Context: an optimization exercise on an open-source flow, tuned for small area. The choices shown serve that exercise and are no tape-out recipe.
RTL that was checked went through simulation tests only; none was proved equivalent to the original.
For runs 1 and 2, only the layout was checked, not whether the RTL still works.
The clock port is modelled as an ideal driver; clocking choices that lean on that would not hold on a real chip.
Power and IR drop assume default switching activity.

==> flow/design.v, too long to show whole: its modules and the start of the top module <==
// module mul32: 882 lines
// module kgp_risc: 107 lines
// module wmux: 3 lines
// module ao22: 3 lines
// module ao3: 3 lines
// module xr: 3 lines
// module xn: 3 lines
// module nd: 3 lines
// module cge: 3 lines
// module cgo: 3 lines
// module mxi: 3 lines
// module mfa: 4 lines
// module mha: 4 lines
// module rdbit: 10 lines
// module rce: 6 lines
// module rco: 7 lines
// module add32: 10 lines
// module pcnext: 13 lines
// module shifter: 15 lines
module kgp_risc( input wire clk, input wire rst,
	output wire [31:0] imem_addr, input wire [31:0] imem_data,
	output wire [9:0] dmem_addr, output wire [31:0] dmem_wdata, output wire dmem_we, output wire dmem_re, input wire [31:0] dmem_rdata );
  // ...
==> flow/run.sh <==
#!/bin/bash
# synth_recipe.tcl (not shown) runs the flow's synth.tcl, then flattens the netlist and writes it again
# the make line also repeats each setting of config.mk as NAME=value (left out here)
make -C /OpenROAD-flow-scripts/flow DESIGN_CONFIG=/design/flow/config.mk WORK_HOME=/design/flow/orfs CLKGATE_MAP_FILE= SYNTH_SCRIPT=/design/flow/synth_recipe.tcl finish
==> flow/config.mk <==
export PLATFORM = sky130hd
export DESIGN_NAME = kgp_risc
export DESIGN_NICKNAME = kgp_risc
export VERILOG_FILES = /design/flow/design.v
export SDC_FILE = /design/flow/constraint.sdc
export NUM_CORES = 4
export LEC_CHECK = 0
export CAP_MARGIN = 20
export CORE_MARGIN = 2
export CORE_UTILIZATION = 45
export SLEW_MARGIN = 20
export SYNTH_HIERARCHICAL = 1
export SYNTH_MINIMUM_KEEP_SIZE = 0
==> flow/constraint.sdc <==
create_clock -name core_clock -period 25.0 [get_ports {clk}]
set_input_delay 5.0000 -clock core_clock [delete_from_list [all_inputs] [get_ports {clk}]]
set_output_delay 5.0000 -clock core_clock [all_outputs]
set_load 0.01 [all_outputs]
==> impl_metrics.tcl, run 1 <==
set metrics [dict create \
    status "complete, no violations" \
    n_clock_buffer 162 \
    gr-usage-met1 0.5173 \
    wl_met3_mm 40.52 \
    seq_power_share 0.450 \
    top_layer "met5" \
    grt-ovfl-total 0 \
    clk_latency_ns 0.80 \
    grt_max_degree 65 \
    final.period_utilization 0.7328 \
    min_path_type "register to register" \
    place.detailed.hpwl_mm 185.2 \
    fin_setup_tns_ns 0 \
    syn2layout_area_growth_pct 15.19 \
    grt_pass1_wl_mm 414.0 \
    cts_setup_buffers 0 \
    cts-resized-gates 0 \
    reg2reg_to "R[5].r[31]" \
    critPathSlowestCell "clkdlybuf4s50_1" \
    postLayoutCellArea_um2 70450 \
    slowest_delay_ns 0.88 \
    grt_use_total 0.4023 \
    cts_hold_buf 0 \
    use_met2 0.5739 \
    pg_clk_uw 1870 \
    intPower_uw 3149 \
    cp_data_arrival_time_ns 18.95 \
    num-fill-cells 12110 \
    ir_drop_mv 0.09689 \
    wl_mm 291.5 \
    met3_usage 0.1229 \
    multi_input_area_um2 38570 \
]
==> run 2, diff against run 1 <==
--- a/flow/config.mk
+++ b/flow/config.mk
@@ -9,3 +9,4 @@
 export CORE_MARGIN = 2
-export CORE_UTILIZATION = 45
+export CORE_UTILIZATION = 60
+export PLACE_DENSITY = 0.7
 export SLEW_MARGIN = 20
==> impl_metrics.tcl, run 2 <==
set metrics [dict create \
    use_met2 0.7317 \
    path_depth 53 \
    critPathCaptureType "register" \
    max_freq_mhz 55.20 \
    clkTransAtPathRegs_ns 0.07 \
    num_io_pins 142 \
    cp_data_arrival_time_ns 18.71 \
    min_period_ns 18.12 \
    first_pass_iters 17 \
    critPathKind "primary input to register" \
    synth_cells 5439 \
    cts_setup_buffers 0 \
    clockBufferDepth 3 \
    p_leak_uw 0.03020 \
    wl_mm 279.1 \
    initial_core_util 0.6029 \
    grt-ovfl-total 0 \
    dp.cells 7095 \
    ir_drop_mv 0.06686 \
    num-fill-cells 7893 \
    yosysWarnings 7 \
    syn_avg_cell_area_um2 11.25 \
    worstHoldPathCells 1 \
    synth_area_um2 61160 \
    grt_use_total 0.5173 \
    p_per_area_nw_per_um2 60.73 \
    met3_usage 0.2122 \
    gr-usage-met1 0.6221 \
    cap_violations 0 \
    maxSlewHeadroom 0.2134 \
    ff2ff_setup_slack_ns 12.27 \
    status "complete, no violations" \
    crit_buf_inv 4 \
    syn2layout_area_growth_pct 13.89 \
    reg_top3 "R.r x1024, pc x32, vld x32" \
    timing.clock.skew_ns 0.05158 \
    rows 117 \
    worst_slew_pin_slew_ns 1.180 \
    fin_setup_tns_ns 0 \
    final.period_utilization 0.7247 \
    cp.required_ns 25.59 \
    critPathMaxFanout 32 \
    r2r_cells 49 \
    slowest_delay_ns 0.73 \
    grt_max_degree 56 \
    vias 60070 \
    min_path_type "register to register" \
    grt_pass1_vias 56430 \
    die_h_um 323.3 \
    hold_viol_final 0 \
    fin_nets 6206 \
    layout_common_cells "a22o_1 (1360), dfxtp_1 (1024), a222oi_1 (640)" \
    grt_pass1_wl_mm 397.7 \
    antenna_found_initial 33 \
    cts_num_sinks 1092 \
    layout_commonest_cell "a22o_1" \
    wl_per_cell_um 38.10 \
    holdWs_ns 0.4745 \
    port_buffers 141 \
    cts-resized-gates 0 \
    vias_per_cell 8.201 \
    drive_gt1_frac 0.08993 \
    cts_tree "done" \
    clk_latency_ns 0.72 \
    slew_viol_final 0 \
    drcViolationCount 0 \
    largest-register "R.r" \
    rsz0062_at_grt "false" \
    largest_reg_flops 1024 \
    drt_iter0_markers 13480 \
    globalRoute.busiestLayer "met2" \
    place.detailed.hpwl_mm 174.7 \
    critPathSlowestCell "clkdlybuf4s50_1" \
    cts_root_buf "clkbuf_16" \
    dieArea_um2 104500 \
    die_w_um 323.3 \
    fin_cells 7324 \
    cp-start-kind "primary input" \
    core_um2 101400 \
    setup_viol 0 \
    h-tree-depth 3 \
    crit_family "compound AO/OA/AOI/OAI gates" \
    tritoncts.num_buffers 109 \
    cts_hold_buf 0 \
    gp_congestion 1.015 \
    route.antenna.remaining_nets 0 \
]
[run 2: metrics by stage]
stage / instance area, µm² / utilization / setup WS [ns] / total power, µW
6_report: 69660 / 0.6866 / 6.884 / 4231
5_1_grt: 69610 / 0.6862 / 6.222 / 4322
4_1_cts: 69580 / 0.6859 / 7.320 / 4196
3_5_place_dp: 65730 / 0.6480 / 6.612 / 2477
3_3_place_gp: 65710 / 0.6477 / 6.774 / 2464
2_1_floorplan: 61170 / - / 7.084 / 2261
[run 2: path summary, 6_finish.rpt]
path,start,endpoint
worst max register to register,vld[12],R[3].r[31]
worst max-delay path,imem_data[27],R[3].r[31]
worst min register to register,vld[29],vld[29]
min in group asynchronous,rst,pc[29]
max in group asynchronous,rst,vld[13]
worst min-delay path,vld[29],vld[29]
[run 2: where the power goes]
part / switching, µW / internal [µW]
clock: 738 / 1030
sequential: 97.3 / 1850
combinational: 307 / 211
[run 2: metal layers]
layer | wire [µm] | up-vias
li1 | - | 24050
met1 | 94650 | 28920
met5 | 318 | -
met3 | 44210 | 1505
met4 | 27310 | 28
met2 | 112600 | 5556
[run 2: area by class of cell]
type	count	area [µm²]	share of cell area
inverters	25	93.84	0.001347
clock inverters	44	600.6	0.008622
repair buffers	386	3268	0.04692
flip-flops and latches	1092	22200	0.3187
clock buffers	156	3248	0.04663
well taps	1368	1712	0.02457
diodes	29	72.57	0.001042
multi-input cells	4224	38460	0.5522
==> module kgp_risc, before the edit <==
module kgp_risc( input wire clk, input wire rst,
	output wire [31:0] imem_addr, input wire [31:0] imem_data,
	output wire [9:0] dmem_addr, output wire [31:0] dmem_wdata, output wire dmem_we, output wire dmem_re, input wire [31:0] dmem_rdata );
	wire [1:0]  op  = imem_data[31:30];
	wire [3:0]  fc  = imem_data[29:26];
	wire [4:0]  rs  = imem_data[25:21];
	wire [4:0]  rt  = imem_data[20:16];
	wire [15:0] imm = imem_data[15:0];
	wire [25:0] off = imem_data[25:0];
	wire op0 = (op == 2'd0), op1 = (op == 2'd1), op2 = (op == 2'd2), op3 = (op == 2'd3);
	wire is_ld  = op0 & (fc == 4'd0);
	wire is_st  = op0 & (fc == 4'd1);
	wire r_and  = op1 & (fc == 4'd0);
	wire r_xor  = op1 & (fc == 4'd1);
	wire r_add  = op1 & (fc == 4'd2);
	wire r_mul  = op1 & ((fc == 4'd3) | (fc == 4'd4));
	wire r_neg  = op1 & (fc == 4'd5);
	wire r_srl  = op1 & (fc == 4'd6);
	wire r_sll  = op1 & (fc == 4'd7);
	wire r_sra  = op1 & (fc == 4'd8);
	wire i_add  = op2 & (fc == 4'd0);
	wire i_neg  = op2 & (fc == 4'd1);
	wire i_srl  = op2 & (fc == 4'd2);
	wire i_sll  = op2 & (fc == 4'd3);
	wire i_sra  = op2 & (fc == 4'd4);
	wire b_ret  = op3 & (fc == 4'd0);
	wire b_reg  = op3 & (fc == 4'd1);
	wire b_call = op3 & (fc == 4'd11);
	wire b_zero = op3 & (fc >= 4'd2) & (fc <= 4'd11);
	wire r_ok   = op1 & (fc <= 4'd8);
	wire i_ok   = op2 & (fc <= 4'd4);
	wire rpc    = b_ret | b_call;
	wire s_shift = r_srl | r_sll | r_sra | i_srl | i_sll | i_sra;
	wire s_add   = ~(r_and | r_xor | r_mul | s_shift | b_ret | b_reg | b_zero);
	reg [31:0] pc;
	reg zf, cf, sf, vf;
	reg [31:0] vld;                
	wire [4:0] a1 = rpc ? 5'd31 : rs;
	wire we = (is_ld | r_ok | i_ok | b_call) & ~rst;
	wire [31:0] wd;
	wire [31:0] sel1 = (32'd1 << a1) & vld;
	wire [31:0] sel2 = (32'd1 << rt) & vld;
	wire [31:0] wsel = (32'd1 << a1) & {32{we}};
	wire [31:0] col [0:31];        
	genvar g, i;
	generate for (g = 0; g < 32; g = g + 1) begin : R
		reg [31:0] r;
		wire [31:0] nx;
		wire en = wsel[g];
		wire enn = ~wsel[g];
		for (i = 0; i < 32; i = i + 1) begin : B
			wmux u (.en(en), .enn(enn), .d(wd[i]), .q(r[i]), .y(nx[i]));
			assign col[i][g] = r[i];
		end
		always @(posedge clk) r <= nx;
	end endgenerate
	wire [31:0] a, b;
	generate for (i = 0; i < 32; i = i + 1) begin : RD
		rdbit u1 (.s(sel1), .d(col[i]), .y(a[i]));
		rdbit u2 (.s(sel2), .d(col[i]), .y(b[i]));
	end endgenerate
	wire neg = r_neg | i_neg;
	wire [31:0] opnd = (r_add | r_neg) ? b : {16'd0, imm};
	wire [31:0] sum;
	wire cout;
	add32 ADD (.a(a & {32{~neg}}), .b(opnd ^ {32{neg}}), .ci(neg), .s(sum), .co(cout));
	wire [31:0] samt = op1 ? b : {16'd0, imm};
	wire big = |samt[31:5];
	wire left = r_sll | i_sll;
	wire fill = (r_sra | i_sra) & a[31];
	wire [31:0] shres;
	shifter SH (.a(a), .n(samt[4:0]), .big(big), .left(left), .fill(fill), .y(shres));
	wire [31:0] prod;
	mul32 MUL (.a(a), .b(b), .p(prod));
	wire [31:0] res = ({32{r_and}} & (a & b)) | ({32{r_xor}} & (a ^ b)) | ({32{r_mul}} & prod)
	                | ({32{s_shift}} & shres) | ({32{b_ret}} & a) | ({32{b_reg}} & b)
	                | ({32{s_add}} & sum);
	wire c_n = (r_add | i_add) & cout;
	wire z_n = ~|res;
	wire s_n = res[31];
	wire v_n = c_n ^ res[31] ^ a[31] ^ b[31];
	wire take = op3 & ( (fc == 4'd0) | (fc == 4'd1) | (fc == 4'd2) | (fc == 4'd11)
	                  | ((fc == 4'd3) & zf) | ((fc == 4'd4) & ~zf)
	                  | ((fc == 4'd5) & cf) | ((fc == 4'd6) & ~cf)
	                  | ((fc == 4'd7) & sf) | ((fc == 4'd8) & ~sf)
	                  | ((fc == 4'd9) & vf) | ((fc == 4'd10) & ~vf) );
	wire [25:0] x = b_ret ? a[25:0] : (b_reg ? b[25:0] : off);
	wire [31:0] pcn;
	pcnext PCN (.pc(pc), .y({{6{x[25]}}, x} & {32{take}}), .n(pcn));
	assign wd = b_call ? pc : (is_ld ? dmem_rdata : res);
	always @(posedge clk or posedge rst) begin
		if (rst) begin
			pc <= 32'd0;
			zf <= 1'b0; cf <= 1'b0; sf <= 1'b0; vf <= 1'b0;
			vld <= 32'd0;
		end else begin
			pc <= pcn;
			zf <= z_n; cf <= c_n; sf <= s_n; vf <= v_n;
			vld <= vld | wsel;
		end
	end
	assign imem_addr  = pc;
	assign dmem_re    = is_ld & ~rst;
	assign dmem_we    = is_st & ~rst;
	assign dmem_addr  = (is_ld | is_st) ? sum[9:0] : 10'd0;
	assign dmem_wdata = b;
endmodule
==> module shifter, before the edit <==
module shifter(input wire [31:0] a, input wire [4:0] n, input wire big, input wire left, input wire fill, output wire [31:0] y);
	wire [31:0] s0, s1, s2, s3, s4, s5, s6;
	wire fn = ~fill;
	genvar k;
	generate for (k = 0; k < 32; k = k + 1) begin : S
		mxi r0 (.s(left), .a(a[k]), .b(a[31-k]), .y(s0[k]));                                
		mxi r1 (.s(n[0]), .a(s0[k]), .b(k + 1  < 32 ? s0[k+1]  : fn), .y(s1[k]));         
		mxi r2 (.s(n[1]), .a(s1[k]), .b(k + 2  < 32 ? s1[k+2]  : fill), .y(s2[k]));       
		mxi r3 (.s(n[2]), .a(s2[k]), .b(k + 4  < 32 ? s2[k+4]  : fn), .y(s3[k]));         
		mxi r4 (.s(n[3]), .a(s3[k]), .b(k + 8  < 32 ? s3[k+8]  : fill), .y(s4[k]));       
		mxi r5 (.s(n[4]), .a(s4[k]), .b(k + 16 < 32 ? s4[k+16] : fn), .y(s5[k]));         
		mxi r6 (.s(big), .a(s5[k]), .b(fill), .y(s6[k]));                                  
		mxi r7 (.s(left), .a(s6[k]), .b(s6[31-k]), .y(y[k]));                              
	end endgenerate
endmodule
==> run 3, diff against run 2 <==
--- a/flow/design.v
+++ b/flow/design.v
@@ -954,4 +954,6 @@
 	wire fill = (r_sra | i_sra) & a[31];
-	wire [31:0] shres;
-	shifter SH (.a(a), .n(samt[4:0]), .big(big), .left(left), .fill(fill), .y(shres));
+	wire [31:0] shn;
+	shifter SH (.a(a), .n(samt[4:0]), .left(left), .fill(fill), .yn(shn));
+	wire sh_in = s_shift & ~big;           
+	wire sh_all = s_shift & big & fill;    
 	wire [31:0] prod;
@@ -959,3 +961,3 @@
 	wire [31:0] res = ({32{r_and}} & (a & b)) | ({32{r_xor}} & (a ^ b)) | ({32{r_mul}} & prod)
-	                | ({32{s_shift}} & shres) | ({32{b_ret}} & a) | ({32{b_reg}} & b)
+	                | ({32{sh_in}} & ~shn) | {32{sh_all}} | ({32{b_ret}} & a) | ({32{b_reg}} & b)
 	                | ({32{s_add}} & sum);
@@ -1072,4 +1074,4 @@
 endmodule
-module shifter(input wire [31:0] a, input wire [4:0] n, input wire big, input wire left, input wire fill, output wire [31:0] y);
-	wire [31:0] s0, s1, s2, s3, s4, s5, s6;
+module shifter(input wire [31:0] a, input wire [4:0] n, input wire left, input wire fill, output wire [31:0] yn);
+	wire [31:0] s0, s1, s2, s3, s4, s5;
 	wire fn = ~fill;
@@ -1083,4 +1085,3 @@
 		mxi r5 (.s(n[4]), .a(s4[k]), .b(k + 16 < 32 ? s4[k+16] : fn), .y(s5[k]));         
-		mxi r6 (.s(big), .a(s5[k]), .b(fill), .y(s6[k]));                                  
-		mxi r7 (.s(left), .a(s6[k]), .b(s6[31-k]), .y(y[k]));                              
+		mxi r6 (.s(left), .a(s5[k]), .b(s5[31-k]), .y(yn[k]));                             
 	end endgenerate
==> impl_metrics.tcl, run 3 <==
set metrics [dict create \
    yosysWarnings 7 \
    num-fill-cells 7683 \
    antenna_found_initial 33 \
    cts_tree "done" \
    place.detailed.hpwl_mm 175.4 \
    drt_iter0_markers 13830 \
    gp_congestion 1.034 \
    wl_met1_mm 93.53 \
    initial_core_util 0.6059 \
    tritoncts.num_buffers 108 \
    first_pass_iters 17 \
    largest-register "R.r" \
    core_um2 100300 \
    cp.required_ns 25.63 \
    crit_top_cell "o21ai_1" \
    worstHoldPathCells 1 \
    layout_commonest_cell "a22o_1" \
    cp-start-kind "primary input" \
    cts_root_buf "clkbuf_16" \
    syn2layout_area_growth_pct 14.25 \
    p_leak_uw 0.02970 \
    top_layer "met5" \
    port_buffers 141 \
    clk_latency_ns 0.74 \
    crit_buf_inv 5 \
    holdWs_ns 0.4841 \
    cts_setup_buffers 0 \
    slew_viol_final 0 \
    wl_met3_mm 45.47 \
    wl_mm 279.1 \
    cts_num_sinks 1092 \
    path_depth 57 \
    cp_data_arrival_time_ns 19.51 \
    hold_viol_final 0 \
    rows 116 \
    timing.clock.skew_ns 0.05248 \
    h-tree-depth 3 \
    route.antenna.remaining_nets 0 \
    die_w_um 322.2 \
    syn_avg_cell_area_um2 11.10 \
    ir_drop_mv 0.06648 \
    max_freq_mhz 52.99 \
    worst_slew_pin_slew_ns 1.234 \
    cts_hold_buf 0 \
    rsz0062_at_grt "false" \
    grt_pass1_wl_mm 396.1 \
    r2r_cells 51 \
    fin_setup_tns_ns 0 \
    grt-ovfl-total 0 \
    clockBufferDepth 3 \
    layout_common_cells "a22o_1 (1368), dfxtp_1 (1024), a222oi_1 (641)" \
    setup_viol 0 \
    crit_family "compound AO/OA/AOI/OAI gates" \
    min_period_ns 18.87 \
    grt_use_total 0.5164 \
    fin_nets 6245 \
    num_io_pins 142 \
    final.period_utilization 0.7549 \
    status "complete, no violations" \
    multi_input_area_um2 38250 \
    reg_top3 "R.r x1024, pc x32, vld x32" \
    wl_per_cell_um 38.05 \
    largest_reg_flops 1024 \
    synth_area_um2 60770 \
    drcViolationCount 0 \
    grt_max_degree 70 \
    critPathKind "primary input to register" \
    met2RoutedLength_mm 111.0 \
    slowest_delay_ns 0.91 \
    p_per_area_nw_per_um2 60.48 \
    min_path_type "register to register" \
    drive_gt1_frac 0.09172 \
    maxSlewHeadroom 0.1774 \
    cts-resized-gates 0 \
    synth_cells 5475 \
    die_h_um 322.2 \
    vias 60290 \
    cap_violations 0 \
    critPathSlowestCell "or4_1" \
    critPathCaptureType "register" \
    critPathMaxFanout 32 \
    clkTransAtPathRegs_ns 0.06 \
    grt_pass1_vias 57200 \
    vias_per_cell 8.219 \
    dieArea_um2 103800 \
    seq_area_um2 22200 \
]
## run 3: per-layer routing
metal / up-vias / GRT usage
met4: 36 / 0.4164
met5: - / 0.01528
met3: 1578 / 0.2115
li1: 24120 / -
met2: 5712 / 0.7309
met1: 28840 / 0.6139
## run 3: path summary, 6_finish.rpt
kind / slack, ns / from / to
setup / recovery: 6.13 / imem_data[27] / R[22].r[31]
hold / removal: 0.48 / vld[31] / vld[31]
setup reg to reg: 11.94 / vld[18] / R[22].r[31]
hold reg to reg: 0.48 / vld[31] / vld[31]
max in group asynchronous: 19.18 / rst / vld[7]
min in group asynchronous: 5.06 / rst / pc[17]
## run 3: per-stage QoR
step / std cells / util / area (µm²) / total power [µW] / setup WS [ns]
floorplan: 5477 / - / 60770 / 2264 / 7.175
global placement: 7118 / 0.6534 / 65530 / 2466 / 6.352
detailed placement: 7121 / 0.6542 / 65610 / 2486 / 6.249
CTS: 7318 / 0.6910 / 69310 / 4154 / 6.820
global route: 7323 / 0.6919 / 69400 / 4290 / 5.502
finish: 7335 / 0.6922 / 69430 / 4199 / 6.127
## run 3: worst reg2reg max path, delay by kind of cell, from the launching register on
| kind | cells | cell delay (ns) |
|---|---|---|
| adders and majority gates | 4 | 1.77 |
| DFF | 1 | 0.42 |
| and+or+nand+nor | 4 | 1.58 |
| AOI/OAI and AO/OA | 33 | 6.27 |
| xor gates and xnor gates | 7 | 1.79 |
| buffers and inverters | 3 | 1.19 |
## run 3: final cells by class
type	instances	share of cell area
Antenna cell	14	0.0005046
Clock buffer	166	0.04657
Clock inverter	31	0.006686
Inverter	41	0.002235
Multi-Input combinational cell	4244	0.5510
Sequential cell	1092	0.3198
Tap cell	1357	0.02446
Timing Repair Buffer	390	0.04880
## run 3: where the power goes
group / switching [µW] / internal, µW
registers: 101 / 1850
clock network: 736 / 984
logic: 310 / 215
total: 1150 / 3050
==> run 4, diff against run 3 <==
--- a/flow/config.mk
+++ b/flow/config.mk
@@ -9,4 +9,6 @@
 export CORE_MARGIN = 2
-export CORE_UTILIZATION = 60
-export PLACE_DENSITY = 0.7
+export CORE_UTILIZATION = 50
+export CTS_CLUSTER_DIAMETER = 100
+export CTS_CLUSTER_SIZE = 30
+export PLACE_DENSITY = 0.65
 export SLEW_MARGIN = 20
==> impl_metrics.tcl, run 4 <==
set metrics [dict create \
    status "complete, no violations" \
    cts_tree "done" \
    grt_max_degree 69 \
    synth_cells 5475 \
    layout_common_cells "a22o_1 (1368), dfxtp_1 (1024), a222oi_1 (641)" \
    tritoncts.num_buffers 44 \
    rows 127 \
    first_pass_iters 13 \
    fin_setup_tns_ns 0 \
    p_sw_uw 1004 \
    intPower_uw 2415 \
    p_per_area_nw_per_um2 50.82 \
    core_um2 120300 \
    clockBufferDepth 3 \
    slew_viol_final 0 \
    min_period_ns 18.86 \
    grt_use_total 0.4351 \
    fin_nets 6183 \
    rsz0062_at_grt "false" \
    power_uw 3420 \
    h-tree-depth 2 \
    vias_per_cell 7.866 \
    largest-register "R.r" \
    layout_commonest_cell "a22o_1" \
    swShare 0.2937 \
    port_buffers 141 \
    syn_avg_cell_area_um2 11.10 \
    syn2layout_area_growth_pct 10.73 \
    die_w_um 352.6 \
    vias 58580 \
    initial_core_util 0.5052 \
    cp-start-kind "primary input" \
    antenna_found_initial 12 \
    clkPwrFrac 0.277 \
    cts_setup_buffers 0 \
    die_h_um 352.6 \
    wl_per_cell_um 38.10 \
    dp.cells 7379 \
    num-fill-cells 10500 \
    num_io_pins 142 \
    timing.clock.skew_ns 0.04883 \
    worstHoldPathCells 1 \
    clkTransAtPathRegs_ns 0.12 \
    grt-ovfl-total 0 \
    drive_gt1_frac 0.07636 \
    seq_area_um2 22200 \
    critPathCaptureType "register" \
    synth_area_um2 60770 \
    crit_top_cell "o21ai_1" \
    gp_congestion 1.058 \
    dieArea_um2 124300 \
    min_path_type "register to register" \
    final.period_utilization 0.7542 \
    wl_mm 283.8 \
    place.detailed.hpwl_mm 181.2 \
    worst_slew_pin_slew_ns 1.155 \
    ir_drop_mv 0.05273 \
    cts_hold_buf 0 \
    hold_viol_final 0 \
    post-route-util 0.5594 \
    largest_reg_flops 1024 \
    critPathSlowestCell "clkdlybuf4s50_1" \
    grt_pass1_vias 56540 \
    fin_cells 7447 \
    max_freq_mhz 53.03 \
    cts_root_buf "clkbuf_16" \
    cp.required_ns 25.66 \
    holdWs_ns 0.4908 \
    setup_viol 0 \
    cap_violations 0 \
    route.antenna.remaining_nets 0 \
    reg_top3 "R.r x1024, pc x32, vld x32" \
    cts_num_sinks 1092 \
    maxSlewHeadroom 0.2270 \
    drt_iter0_markers 11190 \
    r2r_cells 49 \
    cts-resized-gates 0 \
    yosysWarnings 7 \
    clk_latency_ns 0.71 \
    seq_power_share 0.572 \
    p_leak_uw 0.02849 \
    critPathKind "primary input to register" \
    cp_data_arrival_time_ns 19.52 \
    multi_input_area_um2 38270 \
    drcViolationCount 0 \
    p_comb_frac 0.151 \
    slowest_delay_ns 0.85 \
    critPathMaxFanout 35 \
    grt_pass1_wl_mm 403.0 \
]
==> run 4: worst paths after layout <==
kind / start / to / slack, ns
setup / recovery: imem_data[31] / R[3].r[31] / 6.14
hold / removal: vld[14] / vld[14] / 0.49
setup reg to reg: vld[12] / R[3].r[31] / 12.35
hold reg to reg: vld[14] / vld[14] / 0.49
max in group asynchronous: rst / vld[0] / 19.53
min in group asynchronous: rst / vf / 4.83
==> run 4: cell type report <==
class / count / area share
Multi-Input combinational cell: 4244 / 0.5687
Sequential cell: 1092 / 0.3300
Timing Repair Buffer: 392 / 0.04950
Tap cell: 1612 / 0.02998
Clock buffer: 50 / 0.01701
Inverter: 41 / 0.002306
Clock inverter: 9 / 0.002250
Antenna cell: 7 / 0.0002603
==> run 4: power by group through the flow <==
stage               sequential [µW]  combinational, µW  clock [µW]
detailed placement             1990                502           0
global route                   1970                545         996
CTS                            1950                505         937
floorplan                      1970                298           0
finish                         1960                517         946
global placement               1990                492           0
==> run 4: worst max-delay path: cells and delay by family <==
kind	cells	cell delay (ns)
adders and majority gates	3	1.31
buffers and inverters	5	2.42
AOI/OAI and AO/OA	33	5.88
and+or+nand+nor	9	3.16
xor gates and xnor gates	7	1.59
==> run 4: layer usage <==
layer  track usage  wire length [µm]
met1        0.5363            102100
met2        0.6379            117600
met3        0.1404             38950
met4        0.3150             24910
met5             0               230
==> run 4: per-stage QoR <==
step           cell area (µm²)  setup slack, ns
2_1_floorplan            60770            7.175
3_5_place_dp             65910            5.920
3_3_place_gp             65900            6.099
6_report                 67290            6.144
4_1_cts                  67210            6.596
5_1_grt                  67280            5.516
==> run 5, diff against run 4 <==
--- a/flow/config.mk
+++ b/flow/config.mk
@@ -7,9 +7,9 @@
 export LEC_CHECK = 0
-export CAP_MARGIN = 20
+export CAP_MARGIN = 5
 export CORE_MARGIN = 2
 export CORE_UTILIZATION = 50
-export CTS_CLUSTER_DIAMETER = 100
-export CTS_CLUSTER_SIZE = 30
+export CTS_CLUSTER_DIAMETER = 90
+export CTS_CLUSTER_SIZE = 24
 export PLACE_DENSITY = 0.65
-export SLEW_MARGIN = 20
+export SLEW_MARGIN = 5
 export SYNTH_HIERARCHICAL = 1
==> impl_metrics.tcl, run 5 <==
set metrics [dict create \
    status "complete, no violations" \
    setup_slack_ns 6.144 \
    yosysWarnings 7 \
    layout_common_cells "a22o_1 (1368), dfxtp_1 (1024), a222oi_1 (641)" \
    rsz0062_at_grt "false" \
    antenna_found_initial 7 \
    fin_setup_tns_ns 0 \
    critPathKind "primary input to register" \
    drive_gt1_frac 0.07663 \
    wl_mm 283.4 \
    maxSlewHeadroom 0.1648 \
    route.antenna.remaining_nets 0 \
    critPathSlowestCell "clkdlybuf4s50_1" \
    cts-resized-gates 0 \
    place_ws_ns 5.953 \
    grt_pass1_wl_mm 402.9 \
    die_h_um 352.6 \
    grt_pass1_vias 56420 \
    gp_congestion 1.058 \
    intPower_uw 2460 \
    dieArea_um2 124300 \
    p_comb_frac 0.148 \
    grt_max_degree 69 \
    synth_cells 5475 \
    cap_violations 0 \
    cts_hold_buf 0 \
    num_io_pins 142 \
    rows 127 \
    vias 58580 \
    cts_root_buf "clkbuf_16" \
    cts_num_sinks 1092 \
    cts_tree "done" \
    critPathMaxFanout 35 \
    cts_setup_buffers 0 \
    die_w_um 352.6 \
    vias_per_cell 7.863 \
    core_um2 120300 \
    first_pass_iters 17 \
    syn_avg_cell_area_um2 11.10 \
    seq_power_share 0.562 \
    reg_top3 "R.r x1024, pc x32, vld x32" \
    initial_core_util 0.5052 \
    place.detailed.hpwl_mm 181.2 \
    hold_viol_final 0 \
    largest-register "R.r" \
    ir_drop_mv 0.05542 \
    clockBufferDepth 3 \
    grt-ovfl-total 0 \
    p_per_area_nw_per_um2 51.59 \
    slowest_delay_ns 0.88 \
    worst_slew_pin_slew_ns 1.248 \
    wl_per_cell_um 38.04 \
    slew_viol_final 0 \
    clk_latency_ns 0.73 \
    clkTransAtPathRegs_ns 0.10 \
    syn2layout_area_growth_pct 10.92 \
    drt_iter0_markers 11250 \
    drcViolationCount 0 \
    final.period_utilization 0.7542 \
    min_path_type "register to register" \
    layout_commonest_cell "a22o_1" \
    cp.required_ns 25.66 \
    fin_nets 6190 \
    clkPwrFrac 0.289 \
    max_freq_mhz 53.03 \
    tritoncts.num_buffers 53 \
    critPathCaptureType "register" \
    synth_area_um2 60770 \
    swShare 0.2925 \
    cp_data_arrival_time_ns 19.52 \
    timing.clock.skew_ns 0.04429 \
    min_period_ns 18.86 \
    port_buffers 141 \
    crit_top_cell "o21ai_1" \
    grt_use_total 0.4352 \
    p_leak_uw 0.02855 \
    largest_reg_flops 1024 \
    setup_viol 0 \
    p_sw_uw 1017 \
    h-tree-depth 2 \
    cp-start-kind "primary input" \
]
==> run 5: cell count changes in the layout (fill, tap and decap cells not counted), moves of 2 or more <==
cell,before,now
buf_16,2,0
clkinv_8,0,3
diode_2,7,5
inv_12,4,2
clkbuf_16,45,54
==> run 5: path summary, 6_finish.rpt <==
| kind | end | slack (ns) | start | cells past startpoint |
|---|---|---|---|---|
| max | R[25].r[31] | 6.14 | imem_data[31] | 57 |
| min | vld[9] | 0.49 | vld[9] | 1 |
| max reg2reg | R[25].r[31] | 12.35 | vld[12] | 49 |
| min reg2reg | vld[9] | 0.49 | vld[9] | 1 |
| max in group asynchronous | vld[0] | 19.24 | rst | 3 |
| min in group asynchronous | vf | 5.09 | rst | 3 |
==> run 5: layout make-up <==
type,count,area [µm²]
Inverter,41,155.1
Fill cell,10520,52890
Clock buffer,59,1370
Timing Repair Buffer,390,3276
Tap cell,1612,2017
Clock inverter,7,112.6
Sequential cell,1092,22200
Antenna cell,5,12.51
Multi-Input combinational cell,4244,38250
==> run 5: critical path: cells and delay by family <==
kind / cells / cell delay (ns)
AO/OA/AOI/OAI: 33 / 5.85
AND/OR/NAND/NOR: 9 / 3.17
buffers and inverters: 5 / 2.46
XOR/XNOR: 7 / 1.58
adder cells (fa/ha/maj): 3 / 1.31
==> run 5: power groups by stage <==
stage	combinational, µW	sequential, µW	clock [µW]
finish	515	1960	1010
global route	543	1970	1060
CTS	504	1950	998
detailed placement	502	1990	0
global placement	492	1990	0
floorplan	298	1970	0
==> run 5: metrics by stage <==
step,hold slack (ns),utilization,cells,power (µW),cell area (µm²)
floorplan,0.4393,-,5477,2264,60770
global placement,0.4551,0.5479,7379,2480,65900
detailed placement,0.4630,0.5479,7379,2491,65900
CTS,0.4867,0.5602,7445,3453,67390
global route,0.5094,0.5602,7447,3568,67390
finish,0.4897,0.5603,7450,3477,67400
==> run 5: per-layer routing <==
metal,part of all wire,vias up,global-route usage
met5,0.00073,-,0.01038
met4,0.088,6,0.3193
met3,0.14,1127,0.1348
met2,0.42,4663,0.6387
met1,0.36,28870,0.5370
li1,-,23920,-
==> run 6, diff against run 5 <==
==> flow/flow/run.sh (new file) <==
#!/bin/bash
# Own layout flow: the standard ORFS flow (standard.sh, unchanged synthesis), with
#  - port buffers of the smallest buffer cell (every port still gets its own buffer),
#  - an area-recovery pass after CTS (repair_timing -recover_power: downsizes cells that
#    have setup slack to spare), followed by the standard legalisation and checks.
# Each tool's output goes to a log file in this folder and ORFS's own logs under orfs/logs.
set -euo pipefail
W=$PWD
bash standard.sh \
  "BUFFER_PORTS_ARGS=-buffer_cell sky130_fd_sc_hd__buf_1" \
  "POST_CTS_TCL=$W/flow/recover.tcl" \
  finish > "$W/standard_finish.log" 2>&1
==> flow/flow/recover.tcl (new file) <==
# Area recovery after CTS: downsize cells on paths with setup slack to spare,
# keeping a margin for routing; then legalise the placement again.
log_cmd estimate_parasitics -placement
log_cmd repair_timing -recover_power 100 -setup_margin 2.0
log_cmd repair_timing -setup -hold
set result [catch { detailed_placement } msg]
if { $result != 0 } {
  error "Detailed placement failed after area recovery: $msg"
}
check_placement -verbose
report_design_area
==> flow/standard.sh (new file) <==
#!/bin/bash
# synth_recipe.tcl (not shown) runs the flow's synth.tcl, then flattens the netlist and writes it again
# the make line also repeats each setting of config.mk as NAME=value (left out here)
make -C /OpenROAD-flow-scripts/flow DESIGN_CONFIG=/design/flow/config.mk WORK_HOME=/design/flow/orfs CLKGATE_MAP_FILE= SYNTH_SCRIPT=/design/flow/synth_recipe.tcl "${@:-finish}"
--- a/flow/config.mk
+++ b/flow/config.mk
@@ -7,9 +7,9 @@
 export LEC_CHECK = 0
-export CAP_MARGIN = 5
+export CAP_MARGIN = 20
 export CORE_MARGIN = 2
 export CORE_UTILIZATION = 50
-export CTS_CLUSTER_DIAMETER = 90
-export CTS_CLUSTER_SIZE = 24
+export CTS_CLUSTER_DIAMETER = 100
+export CTS_CLUSTER_SIZE = 30
 export PLACE_DENSITY = 0.65
-export SLEW_MARGIN = 5
+export SLEW_MARGIN = 20
 export SYNTH_HIERARCHICAL = 1
removed: flow/run.sh
==> impl_metrics.tcl, run 6 <==
set metrics [dict create \
    path_depth 57 \
    num_io_pins 142 \
    clkTransAtPathRegs_ns 0.12 \
    critPathKind "primary input to register" \
    vias_per_cell 7.981 \
    grt_use_total 0.4440 \
    antenna_found_initial 16 \
    min_path_type "register to register" \
    yosysWarnings 7 \
    critPathSlowestCell "buf_1" \
    cts_tree "done" \
    ff2ff_setup_slack_ns 11.95 \
    grt_max_degree 69 \
    hold_viol_final 0 \
    dieArea_um2 124300 \
    largest-register "R.r" \
    fin_setup_tns_ns 0 \
    grt-ovfl-total 0 \
    cp.required_ns 25.61 \
    grt_pass1_vias 56800 \
    timing.clock.skew_ns 0.08988 \
    place.detailed.hpwl_mm 179.9 \
    crit_buf_inv 5 \
    clk_latency_ns 0.74 \
    cp-start-kind "primary input" \
    worstHoldPathCells 1 \
    die_w_um 352.6 \
    maxSlewHeadroom 0.1041 \
    cap_violations 0 \
    synth_cells 5475 \
    largest_reg_flops 1024 \
    critPathMaxFanout 32 \
    crit_family "compound AO/OA/AOI/OAI gates" \
    syn_avg_cell_area_um2 11.10 \
    p_leak_uw 0.02866 \
    vias 59900 \
    p_per_area_nw_per_um2 50.46 \
    ir_drop_mv 0.06048 \
    syn2layout_area_growth_pct 11.17 \
    max_freq_mhz 54.48 \
    crit_top_cell "o21ai_1" \
    final.period_utilization 0.7342 \
    rows 127 \
    status "complete, no violations" \
    drive_gt1_frac 0.08566 \
    rsz0062_at_grt "false" \
    core_um2 120300 \
    gp_congestion 1.044 \
    setup_viol 0 \
    route.antenna.remaining_nets 0 \
    min_period_ns 18.35 \
    drcViolationCount 0 \
    port_buffers 141 \
    layout_common_cells "a22o_1 (1368), dfxtp_1 (1024), a222oi_1 (641)" \
    fin_nets 6236 \
    cp_data_arrival_time_ns 18.97 \
    drt_iter0_markers 11770 \
    die_h_um 352.6 \
    holdWs_ns 0.4989 \
    initial_core_util 0.5052 \
    layout_commonest_cell "a22o_1" \
    num-fill-cells 10550 \
    cts_num_sinks 1092 \
    slew_viol_final 0 \
    synth_area_um2 60770 \
    reg_top3 "R.r x1024, pc x32, vld x32" \
    worst_slew_pin_slew_ns 1.344 \
    wl_mm 289.6 \
    grt_pass1_wl_mm 408.9 \
    slowest_delay_ns 0.72 \
    critPathCaptureType "register" \
    r2r_cells 51 \
    first_pass_iters 17 \
    wl_per_cell_um 38.58 \
]
[run 6: cell count changes in the layout (fill, tap and decap cells not counted), sizes merged]
cell / change
buf: +142
clkbuf: +45
clkdlybuf4s50: -140
clkinvlp: +1
diode: +4
inv: +3
[run 6: cell type report]
class,count,area [µm²],area share
clock buffers,52,1172,0.01735
diodes,9,22.52,0.0003334
multi-input cells,4244,38250,0.5662
clock inverters,11,178.9,0.002649
inverters,41,155.1,0.002297
repair buffers,444,3558,0.05268
flip-flops and latches,1092,22200,0.3286
well taps,1612,2017,0.02986
[run 6: report_power, final]
part	switching [µW]	total [µW]	internal, µW
clock	607	960	353
sequential	104	1960	1850
combinational	309	493	184
total	1020	3410	2390
[run 6: path summary, 6_finish.rpt]
path | start | endpoint
worst max register to register | vld[22] | R[25].r[31]
worst max-delay path | imem_data[27] | R[25].r[31]
worst min register to register | vld[19] | vld[19]
min in group asynchronous | rst | pc[1]
max in group asynchronous | rst | vld[5]
worst min-delay path | vld[19] | vld[19]
[run 6: through the flow]
stage	utilization	cell area, µm²	worst slack (ns)	total power, µW	std cells
global placement	0.5404	65010	6.651	2437	7371
global route	0.5615	67540	5.958	3498	7500
finish	0.5616	67550	6.645	3409	7505
detailed placement	0.5404	65010	6.571	2448	7371
floorplan	-	60770	7.175	2264	5477
[run 6: metal layers]
layer	share of wire	up-vias	global-route usage
met1	0.35	29160	0.5482
met4	0.092	18	0.3327
met3	0.16	1282	0.1695
li1	-	24010	-
met2	0.40	5423	0.6243
met5	0.00099	-	0.005769
==> module rce, before the edit <==
module rce(input wire a, input wire b, input wire c, output wire s, output wire cn);
	wire p;
	xr u0 (.a(a), .b(b), .y(p));
	xr u1 (.a(p), .b(c), .y(s));
	cge u2 (.a(a), .b(b), .p(p), .c(c), .cn(cn));
endmodule
==> module rco, before the edit <==
module rco(input wire a, input wire b, input wire cn, output wire s, output wire c);
	wire pn, nab;
	xn u0 (.a(a), .b(b), .y(pn));
	xr u1 (.a(pn), .b(cn), .y(s));
	nd u2 (.a(a), .b(b), .y(nab));
	cgo u3 (.nab(nab), .pn(pn), .cn(cn), .c(c));
endmodule
==> module add32, before the edit <==
module add32(input wire [31:0] a, input wire [31:0] b, input wire ci, output wire [31:0] s, output wire co);
	wire [32:0] c;                 
	assign c[0] = ci;
	genvar k;
	generate for (k = 0; k < 32; k = k + 2) begin : F
		rce u0 (.a(a[k]), .b(b[k]), .c(c[k]), .s(s[k]), .cn(c[k+1]));
		rco u1 (.a(a[k+1]), .b(b[k+1]), .cn(c[k+1]), .s(s[k+1]), .c(c[k+2]));
	end endgenerate
	assign co = c[32];
endmodule
==> module pcnext, before the edit <==
module pcnext(input wire [31:0] pc, input wire [31:0] y, output wire [31:0] n);
	wire [31:0] p4;
	wire [32:2] ic;
	assign p4[1:0] = pc[1:0];
	assign p4[2] = ~pc[2];
	assign ic[3] = pc[2];
	genvar k;
	generate for (k = 3; k < 32; k = k + 1) begin : I
		mha u (.x(pc[k]), .y(ic[k]), .s(p4[k]), .c(ic[k+1]));
	end endgenerate
	wire co;
	add32 A (.a(p4), .b(y), .ci(1'b0), .s(n), .co(co));
endmodule
==> run 7, diff against run 6 <==
--- a/flow/design.v
+++ b/flow/design.v
@@ -946,6 +946,7 @@
 	wire neg = r_neg | i_neg;
-	wire [31:0] opnd = (r_add | r_neg) ? b : {16'd0, imm};
-	wire [31:0] sum;
+	wire [31:0] opnd = r_ok ? b : {16'd0, imm};
+	wire [31:0] sum, pp;
 	wire cout;
-	add32 ADD (.a(a & {32{~neg}}), .b(opnd ^ {32{neg}}), .ci(neg), .s(sum), .co(cout));
+	add32 ADD (.a(a & {32{~neg}}), .b(opnd ^ {32{neg}}), .ci(neg), .s(sum), .co(cout), .pp(pp));
+	wire [31:0] axb = pp ^ 32'haaaaaaaa;
 	wire [31:0] samt = op1 ? b : {16'd0, imm};
@@ -953,10 +954,12 @@
 	wire left = r_sll | i_sll;
+	wire right = r_srl | r_sra | i_srl | i_sra;
 	wire fill = (r_sra | i_sra) & a[31];
 	wire [31:0] shn;
-	shifter SH (.a(a), .n(samt[4:0]), .left(left), .fill(fill), .yn(shn));
-	wire sh_in = s_shift & ~big;           
-	wire sh_all = s_shift & big & fill;    
+	shifter SH (.a(a), .n(samt[4:0]), .fill(fill), .yn(shn));
+	wire sh_in = right & ~big;             
+	wire sh_all = right & big & fill;      
+	wire [31:0] mb = ({32{r_mul}} & b) | ((32'd1 << samt[4:0]) & {32{left & ~big}});
 	wire [31:0] prod;
-	mul32 MUL (.a(a), .b(b), .p(prod));
-	wire [31:0] res = ({32{r_and}} & (a & b)) | ({32{r_xor}} & (a ^ b)) | ({32{r_mul}} & prod)
+	mul32 MUL (.a(a), .b(mb), .p(prod));
+	wire [31:0] res = ({32{r_and}} & a & ~axb) | ({32{r_xor}} & axb) | ({32{r_mul | left}} & prod)
 	                | ({32{sh_in}} & ~shn) | {32{sh_all}} | ({32{b_ret}} & a) | ({32{b_reg}} & b)
@@ -1038,4 +1041,3 @@
 endmodule
-module rce(input wire a, input wire b, input wire c, output wire s, output wire cn);
-	wire p;
+module rce(input wire a, input wire b, input wire c, output wire s, output wire cn, output wire p);
 	xr u0 (.a(a), .b(b), .y(p));
@@ -1044,4 +1046,4 @@
 endmodule
-module rco(input wire a, input wire b, input wire cn, output wire s, output wire c);
-	wire pn, nab;
+module rco(input wire a, input wire b, input wire cn, output wire s, output wire c, output wire pn);
+	wire nab;
 	xn u0 (.a(a), .b(b), .y(pn));
@@ -1051,3 +1053,4 @@
 endmodule
-module add32(input wire [31:0] a, input wire [31:0] b, input wire ci, output wire [31:0] s, output wire co);
+module add32(input wire [31:0] a, input wire [31:0] b, input wire ci, output wire [31:0] s, output wire co,
+	output wire [31:0] pp);        
 	wire [32:0] c;                 
@@ -1056,4 +1059,4 @@
 	generate for (k = 0; k < 32; k = k + 2) begin : F
-		rce u0 (.a(a[k]), .b(b[k]), .c(c[k]), .s(s[k]), .cn(c[k+1]));
-		rco u1 (.a(a[k+1]), .b(b[k+1]), .cn(c[k+1]), .s(s[k+1]), .c(c[k+2]));
+		rce u0 (.a(a[k]), .b(b[k]), .c(c[k]), .s(s[k]), .cn(c[k+1]), .p(pp[k]));
+		rco u1 (.a(a[k+1]), .b(b[k+1]), .cn(c[k+1]), .s(s[k+1]), .c(c[k+2]), .pn(pp[k+1]));
 	end endgenerate
@@ -1061,2 +1064,15 @@
 endmodule
+module addpc(input wire [31:0] a, input wire [31:0] b, output wire [31:0] s);
+	wire [32:1] c;                 
+	wire [31:16] pp;
+	genvar k;
+	mha u0 (.x(a[0]), .y(b[0]), .s(s[0]), .c(c[1]));
+	generate for (k = 1; k < 16; k = k + 1) begin : L
+		mfa u (.x(a[k]), .y(b[k]), .z(c[k]), .s(s[k]), .c(c[k+1]));
+	end endgenerate
+	generate for (k = 16; k < 32; k = k + 2) begin : F
+		rce u0 (.a(a[k]), .b(b[k]), .c(c[k]), .s(s[k]), .cn(c[k+1]), .p(pp[k]));
+		rco u1 (.a(a[k+1]), .b(b[k+1]), .cn(c[k+1]), .s(s[k+1]), .c(c[k+2]), .pn(pp[k+1]));
+	end endgenerate
+endmodule
 module pcnext(input wire [31:0] pc, input wire [31:0] y, output wire [31:0] n);
@@ -1071,7 +1087,6 @@
 	end endgenerate
-	wire co;
-	add32 A (.a(p4), .b(y), .ci(1'b0), .s(n), .co(co));
+	addpc A (.a(p4), .b(y), .s(n));
 endmodule
-module shifter(input wire [31:0] a, input wire [4:0] n, input wire left, input wire fill, output wire [31:0] yn);
-	wire [31:0] s0, s1, s2, s3, s4, s5;
+module shifter(input wire [31:0] a, input wire [4:0] n, input wire fill, output wire [31:0] yn);
+	wire [31:0] s1, s2, s3, s4;
 	wire fn = ~fill;
@@ -1079,9 +1094,7 @@
 	generate for (k = 0; k < 32; k = k + 1) begin : S
-		mxi r0 (.s(left), .a(a[k]), .b(a[31-k]), .y(s0[k]));                                
-		mxi r1 (.s(n[0]), .a(s0[k]), .b(k + 1  < 32 ? s0[k+1]  : fn), .y(s1[k]));         
-		mxi r2 (.s(n[1]), .a(s1[k]), .b(k + 2  < 32 ? s1[k+2]  : fill), .y(s2[k]));       
-		mxi r3 (.s(n[2]), .a(s2[k]), .b(k + 4  < 32 ? s2[k+4]  : fn), .y(s3[k]));         
-		mxi r4 (.s(n[3]), .a(s3[k]), .b(k + 8  < 32 ? s3[k+8]  : fill), .y(s4[k]));       
-		mxi r5 (.s(n[4]), .a(s4[k]), .b(k + 16 < 32 ? s4[k+16] : fn), .y(s5[k]));         
-		mxi r6 (.s(left), .a(s5[k]), .b(s5[31-k]), .y(yn[k]));                             
+		mxi r1 (.s(n[0]), .a(a[k]),  .b(k + 1  < 32 ? a[k+1]   : fill), .y(s1[k]));      
+		mxi r2 (.s(n[1]), .a(s1[k]), .b(k + 2  < 32 ? s1[k+2]  : fn), .y(s2[k]));        
+		mxi r3 (.s(n[2]), .a(s2[k]), .b(k + 4  < 32 ? s2[k+4]  : fill), .y(s3[k]));      
+		mxi r4 (.s(n[3]), .a(s3[k]), .b(k + 8  < 32 ? s3[k+8]  : fn), .y(s4[k]));        
+		mxi r5 (.s(n[4]), .a(s4[k]), .b(k + 16 < 32 ? s4[k+16] : fill), .y(yn[k]));     
 	end endgenerate
==> flow/run.sh (new file) <==
#!/bin/bash
# synth_recipe.tcl (not shown) runs the flow's synth.tcl, then flattens the netlist and writes it again
# the make line also repeats each setting of config.mk as NAME=value (left out here)
make -C /OpenROAD-flow-scripts/flow DESIGN_CONFIG=/design/flow/config.mk WORK_HOME=/design/flow/orfs CLKGATE_MAP_FILE= SYNTH_SCRIPT=/design/flow/synth_recipe.tcl finish
--- a/flow/config.mk
+++ b/flow/config.mk
@@ -7,9 +7,9 @@
 export LEC_CHECK = 0
-export CAP_MARGIN = 20
+export CAP_MARGIN = 5
 export CORE_MARGIN = 2
 export CORE_UTILIZATION = 50
-export CTS_CLUSTER_DIAMETER = 100
-export CTS_CLUSTER_SIZE = 30
+export CTS_CLUSTER_DIAMETER = 90
+export CTS_CLUSTER_SIZE = 24
 export PLACE_DENSITY = 0.65
-export SLEW_MARGIN = 20
+export SLEW_MARGIN = 5
 export SYNTH_HIERARCHICAL = 1
removed: flow/flow/run.sh
removed: flow/flow/recover.tcl
removed: flow/standard.sh
==> impl_metrics.tcl, run 7 <==
set metrics [dict create \
    status "complete, but fails checks" \
    so.violations "max-capacitance violations, max-slew violations" \
    drt_iter0_markers 14040 \
    h-tree-depth 2 \
    fin_setup_tns_ns 0 \
    critPathCaptureType "register" \
    use_met2 0.6016 \
    cap_violations 2 \
    reg2reg_to "R[19].r[31]" \
    p_per_area_nw_per_um2 51.78 \
    grt_pass1_vias 54850 \
    rows 127 \
    cts_num_sinks 1092 \
    met3_usage 0.2015 \
    hold_viol_final 0 \
    cp.required_ns 25.66 \
    cts_root_buf "clkbuf_16" \
    dieArea_um2 122800 \
    wl_mm 290.2 \
    vias_per_cell 7.960 \
    vias 59170 \
    cp-startpoint "imem_data[18]" \
    grt_max_degree 67 \
    globalRoute.busiestLayer "met2" \
    min_period_ns 21.02 \
    final.period_utilization 0.8407 \
    drcViolationCount 0 \
    cp-start-kind "primary input" \
    tritoncts.num_buffers 53 \
    place.detailed.hpwl_mm 190.2 \
    wl_per_cell_um 39.05 \
    worst_slew_pin_slew_ns 1.531 \
    clockBufferDepth 3 \
    grt_use_total 0.4526 \
    slowest_delay_ns 1.01 \
    clk_latency_ns 0.72 \
    first_pass_iters 15 \
    hold-path-endpoint "vld[25]" \
    clkTransAtPathRegs_ns 0.10 \
    synth_cells 5454 \
    dpl_cell_area_um2 64970 \
    die_h_um 350.5 \
    num_io_pins 142 \
    critPathMaxFanout 33 \
    cts_setup_buffers 0 \
    grt-ovfl-total 0 \
    slew_viol_final 10 \
    yosysWarnings 7 \
    port_buffers 141 \
    maxSlewHeadroom -0.02534 \
    critPathSlowestCell "nor2b_4" \
    synth_area_um2 60020 \
    p_leak_uw 0.02829 \
    syn_avg_cell_area_um2 11.00 \
    gr-usage-met1 0.5925 \
    ff2ff_setup_slack_ns 9.02 \
    worstHoldPathCells 1 \
    cp_data_arrival_time_ns 21.68 \
    ir_drop_mv 0.06009 \
    cts_hold_buf 0 \
    largest_reg_flops 1024 \
    layout_commonest_cell "a22o_1" \
    layout_common_cells "a22o_1 (1377), dfxtp_1 (1024), a222oi_1 (641)" \
    largest-register "R.r" \
    antenna_found_initial 36 \
    rsz0062_at_grt "false" \
    die_w_um 350.5 \
    min_from "vld[25]" \
    fin_nets 6135 \
    r2r_cells 55 \
    cts_tree "done" \
    max_freq_mhz 47.58 \
    gp_congestion 1.044 \
    timing.clock.skew_ns 0.04350 \
    initial_core_util 0.5023 \
    grt_pass1_wl_mm 406.5 \
    route.antenna.remaining_nets 0 \
    r2r_start "vld[2]" \
    postLayoutCellArea_um2 66550 \
    critPathKind "primary input to register" \
    crit_top_cell "o21ai_1" \
    reg_top3 "R.r x1024, pc x32, vld x32" \
    setup_viol 0 \
    core_um2 119500 \
    syn2layout_area_growth_pct 10.89 \
    min_path_type "register to register" \
    drive_gt1_frac 0.07309 \
    cts-resized-gates 0 \
]
## run 7: power breakdown
part	internal [µW]	switching [µW]
clock	404	612
sequential	1850	110
combinational	190	274
## run 7: layout make-up
type | instances | area, µm²
Antenna cell | 20 | 50.05
Clock buffer | 65 | 1403
Clock inverter | 8 | 112.6
Fill cell | 10460 | 52940
Inverter | 63 | 237.7
Multi-Input combinational cell | 4187 | 37280
Sequential cell | 1092 | 22200
Tap cell | 1612 | 2017
Timing Repair Buffer | 386 | 3251
## run 7: metrics by stage
| stage | setup slack, ns | instances | util | hold WS [ns] | power (µW) |
|---|---|---|---|---|---|
| after floorplan | 2.701 | 5455 | - | 0.4403 | 2216 |
| after CTS | 4.798 | 7412 | 0.5564 | 0.4907 | 3411 |
| after global routing | 3.228 | 7415 | 0.5566 | 0.5088 | 3526 |
| after global placement | 4.217 | 7339 | 0.5437 | 0.4544 | 2437 |
| after detailed placement | 4.122 | 7339 | 0.5437 | 0.4650 | 2445 |
| final | 3.983 | 7433 | 0.5570 | 0.4992 | 3446 |
## run 7: worst max-delay path by stage
| stage | end | slack, ns | depth (start not counted) |
|---|---|---|---|
| 2_1_floorplan | R[0].r[31] | 2.70 | 55 |
| 3_3_place_gp | R[7].r[31] | 4.22 | 56 |
| 3_5_place_dp | R[14].r[31] | 4.12 | 57 |
| 4_1_cts | R[30].r[31] | 4.80 | 57 |
| 5_1_grt | R[31].r[31] | 3.23 | 57 |
| 6_report | R[19].r[31] | 3.98 | 57 |
## run 7: critical path, delay by kind of cell
family | cells | cell delay (ns)
buffers and inverters | 3 | 1.38
muxes | 1 | 0.17
AOI/OAI and AO/OA | 32 | 6.97
adders and majority gates | 3 | 1.30
xor gates and xnor gates | 7 | 1.73
and+or+nand+nor | 11 | 5.01
## run 7: layer usage
layer	up-vias	part of all wire
li1	23780	-
met1	28810	0.37
met2	5383	0.38
met3	1173	0.18
met4	30	0.078
met5	-	0.00074
==> run 8, diff against run 7 <==
==> flow/flow/run.sh (new file) <==
#!/bin/bash
# Own layout flow: the standard ORFS flow (standard.sh, with the unchanged standard
# synthesis and every step as standard), except that port buffering uses buf_2 cells
# (BUFFER_PORTS_ARGS) instead of ORFS's default choice; every input and output port still
# gets its own buffer.
# make's full output goes to standard_finish.log here; ORFS keeps each step's log in orfs/logs.
set -euo pipefail
W=$PWD
bash standard.sh \
  "BUFFER_PORTS_ARGS=-buffer_cell sky130_fd_sc_hd__buf_2" \
  finish > "$W/standard_finish.log" 2>&1
==> flow/standard.sh (new file) <==
#!/bin/bash
# synth_recipe.tcl (not shown) runs the flow's synth.tcl, then flattens the netlist and writes it again
# the make line also repeats each setting of config.mk as NAME=value (left out here)
make -C /OpenROAD-flow-scripts/flow DESIGN_CONFIG=/design/flow/config.mk WORK_HOME=/design/flow/orfs CLKGATE_MAP_FILE= SYNTH_SCRIPT=/design/flow/synth_recipe.tcl "${@:-finish}"
--- a/flow/config.mk
+++ b/flow/config.mk
@@ -7,3 +7,3 @@
 export LEC_CHECK = 0
-export CAP_MARGIN = 5
+export CAP_MARGIN = 20
 export CORE_MARGIN = 2
@@ -13,3 +13,3 @@
 export PLACE_DENSITY = 0.65
-export SLEW_MARGIN = 5
+export SLEW_MARGIN = 20
 export SYNTH_HIERARCHICAL = 1
removed: flow/run.sh
==> impl_metrics.tcl, run 8 <==
set metrics [dict create \
    status "complete, no violations" \
    layout_commonest_cell "a22o_1" \
    yosysWarnings 7 \
    min_path_type "register to register" \
    first_pass_iters 13 \
    dieArea_um2 122800 \
    seq_power_share 0.574 \
    ir_drop_mv 0.05806 \
    synth_cells 5454 \
    cts_num_sinks 1092 \
    final.period_utilization 0.7997 \
    intPower_uw 2416 \
    swShare 0.2923 \
    critPathCaptureType "register" \
    critPathKind "primary input to register" \
    gp_congestion 1.063 \
    route.antenna.remaining_nets 0 \
    wl_mm 289.5 \
    clkPwrFrac 0.299 \
    setup_viol 0 \
    cts_tree "done" \
    timing.clock.skew_ns 0.06738 \
    wl_per_cell_um 38.99 \
    num-fill-cells 10460 \
    cts_hold_buf 0 \
    cp-start-kind "primary input" \
    cp_data_arrival_time_ns 20.59 \
    slew_viol_final 0 \
    antenna_found_initial 42 \
    critPathSlowestCell "or3_1" \
    cap_violations 0 \
    min_from "vld[29]" \
    hold-path-endpoint "vld[29]" \
    drive_gt1_frac 0.09641 \
    reg_top3 "R.r x1024, pc x32, vld x32" \
    r2r_cells 57 \
    r2r_start "vld[2]" \
    clockBufferDepth 3 \
    p_sw_uw 998.0 \
    port_buffers 141 \
    hold_viol_final 0 \
    fin_cells 7425 \
    p_per_area_nw_per_um2 51.88 \
    slowest_delay_ns 0.86 \
    post-route-util 0.5507 \
    initial_core_util 0.5023 \
    cts-resized-gates 0 \
    grt_max_degree 69 \
    grt_pass1_vias 54620 \
    p_leak_uw 0.02839 \
    cp.required_ns 25.60 \
    vias_per_cell 7.956 \
    h-tree-depth 2 \
    largest-register "R.r" \
    dp.cells 7337 \
    core_um2 119500 \
    cts_root_buf "clkbuf_16" \
    rows 127 \
    min_period_ns 19.99 \
    reg2reg_to "R[16].r[31]" \
    cts_setup_buffers 0 \
    crit_top_cell "o21ai_1" \
    critPathMaxFanout 32 \
    max_freq_mhz 50.02 \
    die_w_um 350.5 \
    worst_slew_pin_slew_ns 1.287 \
    vias 59070 \
    grt-ovfl-total 0 \
    rsz0062_at_grt "false" \
    p_comb_frac 0.127 \
    cp-startpoint "imem_data[16]" \
    maxSlewHeadroom 0.1412 \
    drcViolationCount 0 \
    drt_iter0_markers 13700 \
    die_h_um 350.5 \
    num_io_pins 142 \
    clk_latency_ns 0.76 \
    syn_avg_cell_area_um2 11.00 \
    layout_common_cells "a22o_1 (1377), dfxtp_1 (1024), a222oi_1 (641)" \
    grt_use_total 0.4514 \
    grt_pass1_wl_mm 405.5 \
    syn2layout_area_growth_pct 9.639 \
    worstHoldPathCells 1 \
    synth_area_um2 60020 \
    ff2ff_setup_slack_ns 9.40 \
    place.detailed.hpwl_mm 188.2 \
    fin_setup_tns_ns 0 \
    fin_nets 6132 \
    power_uw 3414 \
    clkTransAtPathRegs_ns 0.11 \
    largest_reg_flops 1024 \
    tritoncts.num_buffers 53 \
]
## run 8: area by class of cell
type | instances | area [µm²] | area share
Tap cell | 1612 | 2017 | 0.03065
Clock buffer | 64 | 1389 | 0.02111
Timing Repair Buffer | 383 | 2526 | 0.03839
Sequential cell | 1092 | 22200 | 0.3374
Inverter | 63 | 237.7 | 0.003613
Antenna cell | 15 | 37.54 | 0.0005704
Clock inverter | 9 | 131.4 | 0.001996
Multi-Input combinational cell | 4187 | 37270 | 0.5663
## run 8: worst max path at each step
stage / end
2_1_floorplan: R[0].r[31]
3_3_place_gp: R[19].r[31]
3_5_place_dp: R[12].r[31]
4_1_cts: R[16].r[31]
5_1_grt: R[2].r[31]
6_report: R[16].r[31]
## run 8: worst max-delay path, delay by kind of cell
family / cells / cell delay (ns)
buffers and inverters: 4 / 1.19
AND/OR/NAND/NOR: 11 / 4.24
XOR/XNOR: 7 / 1.16
adder cells (fa/ha/maj): 2 / 0.78
multiplexers: 1 / 0.27
AO/OA/AOI/OAI: 34 / 7.88
## run 8: power groups by stage
stage	Clock (µW)	Sequential (µW)	Combinational [µW]
after floorplan	0	1970	245
after global placement	0	1990	409
after detailed placement	0	1990	418
after CTS	1010	1950	419
after global routing	1070	1970	455
final	1020	1960	434
## run 8: metrics by stage
stage	worst slack [ns]	hold WS (ns)	cell area, µm²
finish	5.008	0.4880	65810
global route	4.494	0.5075	65780
CTS	5.594	0.4868	65760
detailed placement	4.953	0.4583	64240
global placement	4.897	0.4615	64240
floorplan	2.701	0.4403	60020
## run 8: metal layers
metal	vias to the layer above	global-route usage	share of wire
met5	-	0.01099	0.0014
met4	34	0.2678	0.074
met3	1124	0.1952	0.17
met2	5335	0.6009	0.38
met1	28770	0.5977	0.37
li1	23810	-	-
==> run 9, diff against run 8 <==
==> flow/flow/run.sh (replaced) <==
#!/bin/bash
# Own layout flow: the standard ORFS flow (standard.sh, with the unchanged standard
# synthesis and every step as standard), except that
#  - port buffering uses buf_2 cells (BUFFER_PORTS_ARGS) instead of ORFS's default choice;
#    every input and output port still gets its own buffer;
#  - clock tree synthesis runs with the same sink clustering as config.mk asks for, but
#    without dummy load cells (CTS_ARGS).
# make's full output goes to standard_finish.log here; ORFS keeps each step's log in orfs/logs.
set -euo pipefail
W=$PWD
bash standard.sh \
  "BUFFER_PORTS_ARGS=-buffer_cell sky130_fd_sc_hd__buf_2" \
  "CTS_ARGS=-sink_clustering_enable -repair_clock_nets -sink_clustering_size 24 -sink_clustering_max_diameter 90 -dont_use_dummy_load" \
  finish > "$W/standard_finish.log" 2>&1
--- a/flow/config.mk
+++ b/flow/config.mk
@@ -9,6 +9,6 @@
 export CORE_MARGIN = 2
-export CORE_UTILIZATION = 50
+export CORE_UTILIZATION = 55
 export CTS_CLUSTER_DIAMETER = 90
 export CTS_CLUSTER_SIZE = 24
-export PLACE_DENSITY = 0.65
+export PLACE_DENSITY = 0.7
 export SLEW_MARGIN = 20
==> impl_metrics.tcl, run 9 <==
set metrics [dict create \
    status "complete, no violations" \
    cts_setup_buffers 0 \
    synth_area_um2 60020 \
    cp_data_arrival_time_ns 21.50 \
    syn_avg_cell_area_um2 11.00 \
    rows 121 \
    tritoncts.num_buffers 54 \
    hold_viol_final 0 \
    clkTransAtPathRegs_ns 0.11 \
    drcViolationCount 0 \
    dieArea_um2 111800 \
    min_path_type "register to register" \
    critPathSlowestCell "nor2b_4" \
    drive_gt1_frac 0.09638 \
    syn2layout_area_growth_pct 9.204 \
    synth_cells 5454 \
    first_pass_iters 15 \
    min_from "vld[2]" \
    clk_latency_ns 0.74 \
    hold-path-endpoint "vld[2]" \
    port_buffers 141 \
    ir_drop_mv 0.06115 \
    yosysWarnings 7 \
    reg2reg_to "R[26].r[31]" \
    clockBufferDepth 3 \
    max_freq_mhz 47.76 \
    vias_per_cell 8.247 \
    final.period_utilization 0.8376 \
    p_per_area_nw_per_um2 51.40 \
    grt_pass1_wl_mm 409.0 \
    r2r_cells 55 \
    worst_slew_pin_slew_ns 1.244 \
    holdWs_ns 0.4951 \
    h-tree-depth 2 \
    largest_reg_flops 1024 \
    initial_core_util 0.5529 \
    slowest_delay_ns 1.03 \
    route.antenna.remaining_nets 0 \
    setup_viol 0 \
    grt_max_degree 67 \
    place_ws_ns 4.174 \
    cts-resized-gates 0 \
    antenna_found_initial 36 \
    num_io_pins 142 \
    rsz0062_at_grt "false" \
    cts_hold_buf 0 \
    cp.required_ns 25.56 \
    setup_slack_ns 4.060 \
    cts_tree "done" \
    fin_nets 6154 \
    grt_use_total 0.5018 \
    cts_num_sinks 1092 \
    reg_top3 "R.r x1024, pc x32, vld x32" \
    num-fill-cells 9224 \
    grt_pass1_vias 55710 \
    worstHoldPathCells 1 \
    crit_top_cell "o21ai_1" \
    place.detailed.hpwl_mm 188.5 \
    post-route-util 0.6038 \
    maxSlewHeadroom 0.1696 \
    die_h_um 334.3 \
    cap_violations 0 \
    cp-start-kind "primary input" \
    critPathMaxFanout 33 \
    critPathCaptureType "register" \
    largest-register "R.r" \
    layout_common_cells "a22o_1 (1377), dfxtp_1 (1024), a222oi_1 (641)" \
    wl_mm 292.9 \
    layout_commonest_cell "a22o_1" \
    die_w_um 334.3 \
    min_period_ns 20.94 \
    wl_per_cell_um 40.51 \
    drt_iter0_markers 13260 \
    gp_congestion 1.063 \
    fin_setup_tns_ns 0 \
    grt-ovfl-total 0 \
    slew_viol_final 0 \
    critPathKind "primary input to register" \
    timing.clock.skew_ns 0.1313 \
    vias 59640 \
    ff2ff_setup_slack_ns 8.62 \
    p_leak_uw 0.02844 \
    cts_root_buf "clkbuf_16" \
    core_um2 108600 \
    r2r_start "vld[5]" \
]
-- run 9: through the flow --
stage | area, µm² | power [µW] | std cells
2_1_floorplan | 60020 | 2216 | 5455
6_report | 65540 | 3369 | 7231
3_5_place_dp | 64140 | 2419 | 7160
5_1_grt | 65510 | 3445 | 7217
4_1_cts | 65490 | 3334 | 7214
3_3_place_gp | 64140 | 2405 | 7160
-- run 9: cell type report --
cell class / count / area (µm²) / area share
diodes: 17 / 42.54 / 0.0006490
repair buffers: 404 / 2680 / 0.04089
multi-input cells: 4187 / 37260 / 0.5685
inverters: 63 / 237.7 / 0.003627
clock buffers: 54 / 1351 / 0.02062
well taps: 1414 / 1769 / 0.02699
flip-flops and latches: 1092 / 22200 / 0.3387
-- run 9: report_power, final --
group,switching [µW],internal [µW],total [µW]
Clock,579,384,963
Combinational,279,159,438
Sequential,114,1850,1970
-- run 9: worst max path at each step --
| stage | depth (start not counted) | startpoint | endpoint |
|---|---|---|---|
| global route | 56 | imem_data[16] | R[10].r[31] |
| CTS | 57 | imem_data[16] | R[26].r[31] |
| floorplan | 55 | imem_data[20] | R[0].r[31] |
| global placement | 57 | imem_data[16] | R[13].r[31] |
| detailed placement | 56 | imem_data[16] | R[13].r[31] |
| finish | 57 | imem_data[16] | R[26].r[31] |
-- run 9: worst max-delay path, delay by kind of cell --
kind / cells / cell delay [ns]
AOI/OAI and AO/OA: 32 / 7.60
muxes: 1 / 0.27
and+or+nand+nor: 11 / 5.09
xor gates and xnor gates: 7 / 1.29
adders and majority gates: 3 / 1.29
buffers and inverters: 3 / 0.88
-- run 9: layer usage --
layer | track usage | up-vias | wire (µm)
met3 | 0.2603 | 1281 | 54570
met4 | 0.3183 | 42 | 23550
li1 | - | 23790 | -
met5 | 0 | - | 274
met2 | 0.6671 | 5613 | 110800
met1 | 0.6314 | 28910 | 103800

re-timing with driven ports:
The flow's constraints put no driver on any port. The routed layouts listed below were extracted and timed again, unchanged, in two steps. Step 1 assumes that a clkbuf_16 drives the clock port and a buf_2 every other input. Step 2 times the ports against the registers' clock, not the clock port: input delays grow and output delays shrink by t, the midpoint of the rising clock arrivals with the driver on. Slacks: ideal / step 1 / step 2; pairs: ideal / step 1.
run | shift t [ns] | slack for setup (ns) | worst setup path at the end | latest minus earliest clock arrival (ns)
run 1 | 0.851 | 6.679 / 6.737 / 5.887 | input to register | 0.077 / 0.077
run 2 | 0.776 | 6.884 / 6.901 / 6.125 | input to register | 0.052 / 0.052
run 3 | 0.786 | 6.127 / 6.173 / 5.388 | input to register | 0.052 / 0.053
run 4 | 0.765 | 6.144 / 6.183 / 5.418 | input to register | 0.049 / 0.048
run 5 | 0.792 | 6.144 / 6.182 / 5.390 | input to register | 0.045 / 0.045
run 6 | 0.773 | 6.645 / 6.693 / 5.920 | input to register | 0.090 / 0.090
run 7 | 0.770 | 3.983 / 4.017 / 3.248 | input to register | 0.044 / 0.043
run 8 | 0.789 | 5.008 / 5.033 / 4.244 | input to register | 0.067 / 0.068
run 9 | 0.739 | 4.060 / 4.104 / 3.365 | input to register | 0.132 / 0.132
The setup slack of run 1, which loses most, moves by +0.058 ns with the drivers and by -0.792 ns with both steps.
